This design comes from an exercise in tuning for small area on the open sky130 flow, not from production work. Only simulation tests tie the RTL to the original design; equivalence was not proved.

exp/willow:
## pulse_oximeter
module pulse_oximeter (
    input             CLK,
    input             rst_n,
    input             Find_Setting,
    input      [7:0]  V_ADC,
    output reg [6:0]  DC_Comp,
    output reg [3:0]  PGA_Gain,
    output reg        LED_IR,
    output reg        LED_RED,
    output reg [19:0] Out_IR,
    output reg [19:0] Out_RED
);
For scale: ~1,100 cells after synthesis, about 180 flip-flops, roughly 64 I/O pins, roughly 0.013 sq mm of cells after synthesis.
==> module pulse_oximeter, before the edit <==
module pulse_oximeter (
    input             CLK,
    input             rst_n,
    input             Find_Setting,
    input      [7:0]  V_ADC,
    output reg [6:0]  DC_Comp,
    output reg [3:0]  PGA_Gain,
    output reg        LED_IR,
    output reg        LED_RED,
    output reg [19:0] Out_IR,
    output reg [19:0] Out_RED
);
    wire       clk = CLK;
    wire [7:0] Vppg = V_ADC;
    reg        clk_filter;
    wire       en = !clk_filter;
    localparam S0 = 4'b0110,
               S1 = 4'b0000, S9 = 4'b0001, S2 = 4'b0010, S3 = 4'b0011,
               S4 = 4'b0100, S8 = 4'b0101,
               S5 = 4'b1000, S11 = 4'b1001, S6 = 4'b1010, S7 = 4'b1011,
               S10 = 4'b1101;
    reg [3:0] State;
    reg [8:0] cnt;
    reg [6:0] Oth_DC;
    reg [3:0] Oth_Gain;
    wire ir_on = State[3];
    wire [2:0] step = State[2:0];
    wire run  = (step == 3'b101);
    wire half = ir_on;
    wire clip = ir_on ? ((Vppg < 8'd21) | (Vppg > 8'd250))
                      : ((Vppg < 8'd4)  | (Vppg > 8'd250));
    wire low  = Vppg < 8'd150;
    wire [8:0] cnt_next = {cnt[7:0], ~(cnt[8] ^ cnt[4])};
    wire c2   = cnt[1];                      
    wire c4   = cnt[3];                      
    wire c475 = (cnt == 9'b110100001);
    wire q0   = ~cnt[0];                     
    wire qodd = (cnt[0] & ~cnt[1]) | (cnt[2] & ~cnt[3]);    
    wire q023 = ~cnt[0] | (cnt[1] & ~cnt[3]);               
    wire clip_end = (step == 3'b011) & clip;    
    wire toggle   = run & c4;                   
    wire swap     = (clip_end & ir_on) | toggle;
    wire cap_red  = (clip_end & ir_on) | (toggle & ir_on);
    wire cap_ir   = toggle & ~ir_on;
    always @(*) begin
        LED_IR  = ir_on;
        LED_RED = ~ir_on & (step != 3'b110) & ((step != 3'b000) | cnt[0]);
    end
    always @(posedge clk) begin
        if (!rst_n) clk_filter <= 1'b0;
        else        clk_filter <= !clk_filter;
    end
    always @(posedge clk) begin
        if (clip_end | toggle) begin
            Oth_DC   <= DC_Comp;
            Oth_Gain <= PGA_Gain;
        end
    end
    always @(posedge clk) begin
        if (!rst_n) begin
            State    <= S0;
            cnt      <= 9'd0;
            DC_Comp  <= 7'd0;
            PGA_Gain <= 4'd0;
        end else begin
            if (swap) begin
                DC_Comp  <= Oth_DC;
                PGA_Gain <= Oth_Gain;
            end
            case (step)
            3'b110: begin
                if (Find_Setting) State <= S1;
            end
            3'b000: begin
                PGA_Gain <= 4'd0;
                if (c2) State <= {ir_on, 3'b001};
                else cnt <= cnt_next;
            end
            3'b001: begin
                DC_Comp <= DC_Comp + 7'd1;
                if (low) State <= {ir_on, 3'b010};
            end
            3'b010: begin
                PGA_Gain <= PGA_Gain + 4'd1;
                cnt      <= 9'd0;
                State    <= {ir_on, 3'b011};
            end
            3'b011: begin
                if (clip) begin
                    cnt   <= 9'd0;
                    State <= ir_on ? S8 : S4;
                end else if (c475) State <= {ir_on, 3'b010};
                else cnt <= cnt_next;
            end
            3'b100: begin
                DC_Comp <= 7'd0;
                State   <= S5;
            end
            default: begin  
                if (c4) begin
                    cnt   <= 9'd0;
                    State <= {~ir_on, 3'b101};
                end else cnt <= cnt_next;
            end
            endcase
        end
    end
    reg [7:0] P0, P1, P2, P3, P4;
    reg [7:0] Q0, Q1, Q2, Q3, Q4;
    reg [7:0] V5;
    wire cap   = cap_red | cap_ir;
    wire shift = cap | !run;
    always @(posedge clk) begin
        Q0 <= P0; Q1 <= P1; Q2 <= P2; Q3 <= P3; Q4 <= P4;
        if (shift) begin
            P0 <= cap ? Vppg : 8'd0;
            P1 <= Q0; P2 <= Q1; P3 <= Q2; P4 <= Q3;
            V5 <= Q4;
        end else begin
            P0 <= Q0; P1 <= Q1; P2 <= Q2; P3 <= Q3; P4 <= Q4;
        end
    end
    wire ch_red = run & ~(qodd ^ half);
    wire rev    = qodd;
    wire [7:0] v0 = rev ? P4 : P0;
    wire [7:0] v1 = rev ? P3 : P1;
    wire [7:0] v2 = P2;
    wire [7:0] v3 = rev ? P1 : P3;
    wire [7:0] v4 = rev ? P0 : P4;
    wire [7:0] v5 = V5;
    wire sel1 = q0;      
    wire sel2 = q023;    
    wire [7:0] y0 = sel1 ? v1 : v0;
    wire [7:0] y1 = sel1 ? v2 : v1;
    wire [7:0] y2 = sel1 ? v3 : v2;
    wire [7:0] y3 = sel1 ? v4 : v3;
    wire [7:0] y4 = sel1 ? v5 : v4;
    wire [7:0] z0 = sel2 ? v1 : v0;
    wire [7:0] z1 = sel2 ? v2 : v1;
    wire [7:0] z2 = sel2 ? v3 : v2;
    wire [7:0] z3 = sel2 ? v4 : v3;
    wire [18:0] mac;
    FIR_MAC u_mac (
        .v0(v0), .v1(v1), .v2(v2), .v3(v3), .v4(v4),
        .y0(y0), .y1(y1), .y2(y2), .y3(y3), .y4(y4),
        .z0(z0), .z1(z1), .z2(z2), .z3(z3),
        .sum(mac)
    );
    reg [18:0] A;
    always @(posedge clk) A <= mac;
    always @(posedge clk) begin
        if (!rst_n) begin
            Out_IR  <= 0;
            Out_RED <= 0;
        end else if (en & run) begin
            Out_RED <= ch_red ? mac : A;
            Out_IR  <= ch_red ? A : mac;
        end
    end
endmodule
export LEC_CHECK = 0
export CAP_MARGIN = 20
export CORE_MARGIN = 2
export CORE_UTILIZATION = 75
export PLACE_DENSITY = 0.8
export SLEW_MARGIN = 20
export SYNTH_HIERARCHICAL = 1
create_clock -name core_clock -period 15.0 [get_ports {CLK}]
standard.sh (not shown) runs the stock make flow with config.mk's settings and CLKGATE_MAP_FILE= SYNTH_SCRIPT=/design/flow/synth_recipe.tcl, a recipe that flattens the netlist after the stock synthesis.
==> flow/flow/run.sh <==
#!/bin/bash
# The standard layout (standard.sh), with two changes: the port buffers are
# made from the smallest buffer cell, and the clock tree is built without
# dummy loads.
set -e
export BUFFER_PORTS_ARGS="-buffer_cell sky130_fd_sc_hd__buf_1"
export CTS_ARGS='-sink_clustering_enable -repair_clock_nets -dont_use_dummy_load'
bash standard.sh > standard.log 2>&1
exp/willow: flow completed, timing, DRC and antenna clean
diff inputs: exp/willow => exp/onyx
diff --git a/flow/design.v b/flow/design.v
--- a/flow/design.v
+++ b/flow/design.v
@@ -614,35 +614,44 @@
                     State <= {~ir_on, 3'b101};
                 end else cnt <= cnt_next;
             end
             endcase
         end
     end
-    reg [7:0] P0, P1, P2, P3, P4;
-    reg [7:0] Q0, Q1, Q2, Q3, Q4;
+    reg [7:0] R0, R1, R2, R3, R4;
+    reg [7:0] I0, I1, I2, I3, I4;
     reg [7:0] V5;
-    wire cap   = cap_red | cap_ir;
-    wire shift = cap | !run;
+    wire shift_red = cap_red | !run;
+    wire shift_ir  = cap_ir  | !run;
     always @(posedge clk) begin
-        Q0 <= P0; Q1 <= P1; Q2 <= P2; Q3 <= P3; Q4 <= P4;
-        if (shift) begin
-            P0 <= cap ? Vppg : 8'd0;
-            P1 <= Q0; P2 <= Q1; P3 <= Q2; P4 <= Q3;
-            V5 <= Q4;
-        end else begin
-            P0 <= Q0; P1 <= Q1; P2 <= Q2; P3 <= Q3; P4 <= Q4;
+        if (shift_red) begin
+            R0 <= cap_red ? Vppg : 8'd0;
+            R1 <= R0; R2 <= R1; R3 <= R2; R4 <= R3;
+        end
+    end
+    always @(posedge clk) begin
+        if (cap_ir)         V5 <= I4;
+        else if (shift_red) V5 <= R4;
+    end
+    always @(posedge clk) begin
+        if (shift_ir) begin
+            I0 <= cap_ir ? Vppg : 8'd0;
+            I1 <= I0; I2 <= I1; I3 <= I2; I4 <= I3;
         end
     end
     wire ch_red = run & ~(qodd ^ half);
+    wire ch_ir  = run &  (qodd ^ half);
     wire rev    = qodd;
-    wire [7:0] v0 = rev ? P4 : P0;
-    wire [7:0] v1 = rev ? P3 : P1;
-    wire [7:0] v2 = P2;
-    wire [7:0] v3 = rev ? P1 : P3;
-    wire [7:0] v4 = rev ? P0 : P4;
-    wire [7:0] v5 = V5;
+    wire red_rev = ch_red & rev, red_fwd = ch_red & ~rev;
+    wire ir_rev = ch_ir & rev,  ir_fwd = ch_ir & ~rev;
+    wire [7:0] v0 = ({8{red_fwd}} & R0) | ({8{red_rev}} & R4) | ({8{ir_fwd}} & I0) | ({8{ir_rev}} & I4);
+    wire [7:0] v1 = ({8{red_fwd}} & R1) | ({8{red_rev}} & R3) | ({8{ir_fwd}} & I1) | ({8{ir_rev}} & I3);
+    wire [7:0] v2 = ({8{ch_red}} & R2) | ({8{ch_ir}} & I2);
+    wire [7:0] v3 = ({8{red_fwd}} & R3) | ({8{red_rev}} & R1) | ({8{ir_fwd}} & I3) | ({8{ir_rev}} & I1);
+    wire [7:0] v4 = ({8{red_fwd}} & R4) | ({8{red_rev}} & R0) | ({8{ir_fwd}} & I4) | ({8{ir_rev}} & I0);
+    wire [7:0] v5 = {8{run}} & V5;
     wire sel1 = q0;      
     wire sel2 = q023;    
     wire [7:0] y0 = sel1 ? v1 : v0;
     wire [7:0] y1 = sel1 ? v2 : v1;
     wire [7:0] y2 = sel1 ? v3 : v2;
     wire [7:0] y3 = sel1 ? v4 : v3;
@@ -661,12 +670,12 @@
     reg [18:0] A;
     always @(posedge clk) A <= mac;
     always @(posedge clk) begin
         if (!rst_n) begin
             Out_IR  <= 0;
             Out_RED <= 0;
-        end else if (en & run) begin
-            Out_RED <= ch_red ? mac : A;
+        end else if (en) begin
+            Out_RED <= (ch_red | !run) ? mac : A;
             Out_IR  <= ch_red ? A : mac;
         end
     end
 endmodule
Results
Routed wire length, exp/onyx vs exp/willow: up by more than 10%. On number of cells on the worst reg-to-reg path: between exp/willow and exp/onyx, it ends up higher for exp/willow. Compared with exp/willow, in exp/onyx final critical delay including setup and external delays now larger, count of flip-flops with a built-in enable after synthesis now larger. First-iteration detailed-routing DRC count up about 90% in exp/onyx wrt exp/willow.

## separate check: timing with driven ports
The flow's constraints put no driver on any port. The routed layouts listed below were extracted and timed again, unchanged, in two steps.
Step 1 sets driving cells, clkbuf_16 on the clock port and buf_2 on the other inputs (assumed; they add their load-dependent delay and slew).
Step 2 times the ports against the registers' clock, not the clock port: input delays grow and output delays shrink by t, the midpoint of the rising clock arrivals with the driver on.
Slacks: no drivers / after step 1 / after step 2; pairs: no drivers / after step 1.
run | shift t [ns] | setup slack, ns | hold slack, ns | latest minus earliest clock arrival (ns) | worst slew at a driven data input, ns
exp/willow | 0.470 | 3.167 / 3.167 / 3.167 | 0.360 / 0.360 / 0.360 | 0.027 / 0.027 | 0.03
exp/onyx | 0.477 | 2.846 / 2.846 / 2.846 | 0.440 / 0.440 / 0.440 | 0.042 / 0.042 | 0.03
After both steps setup and hold are still met in every run listed.
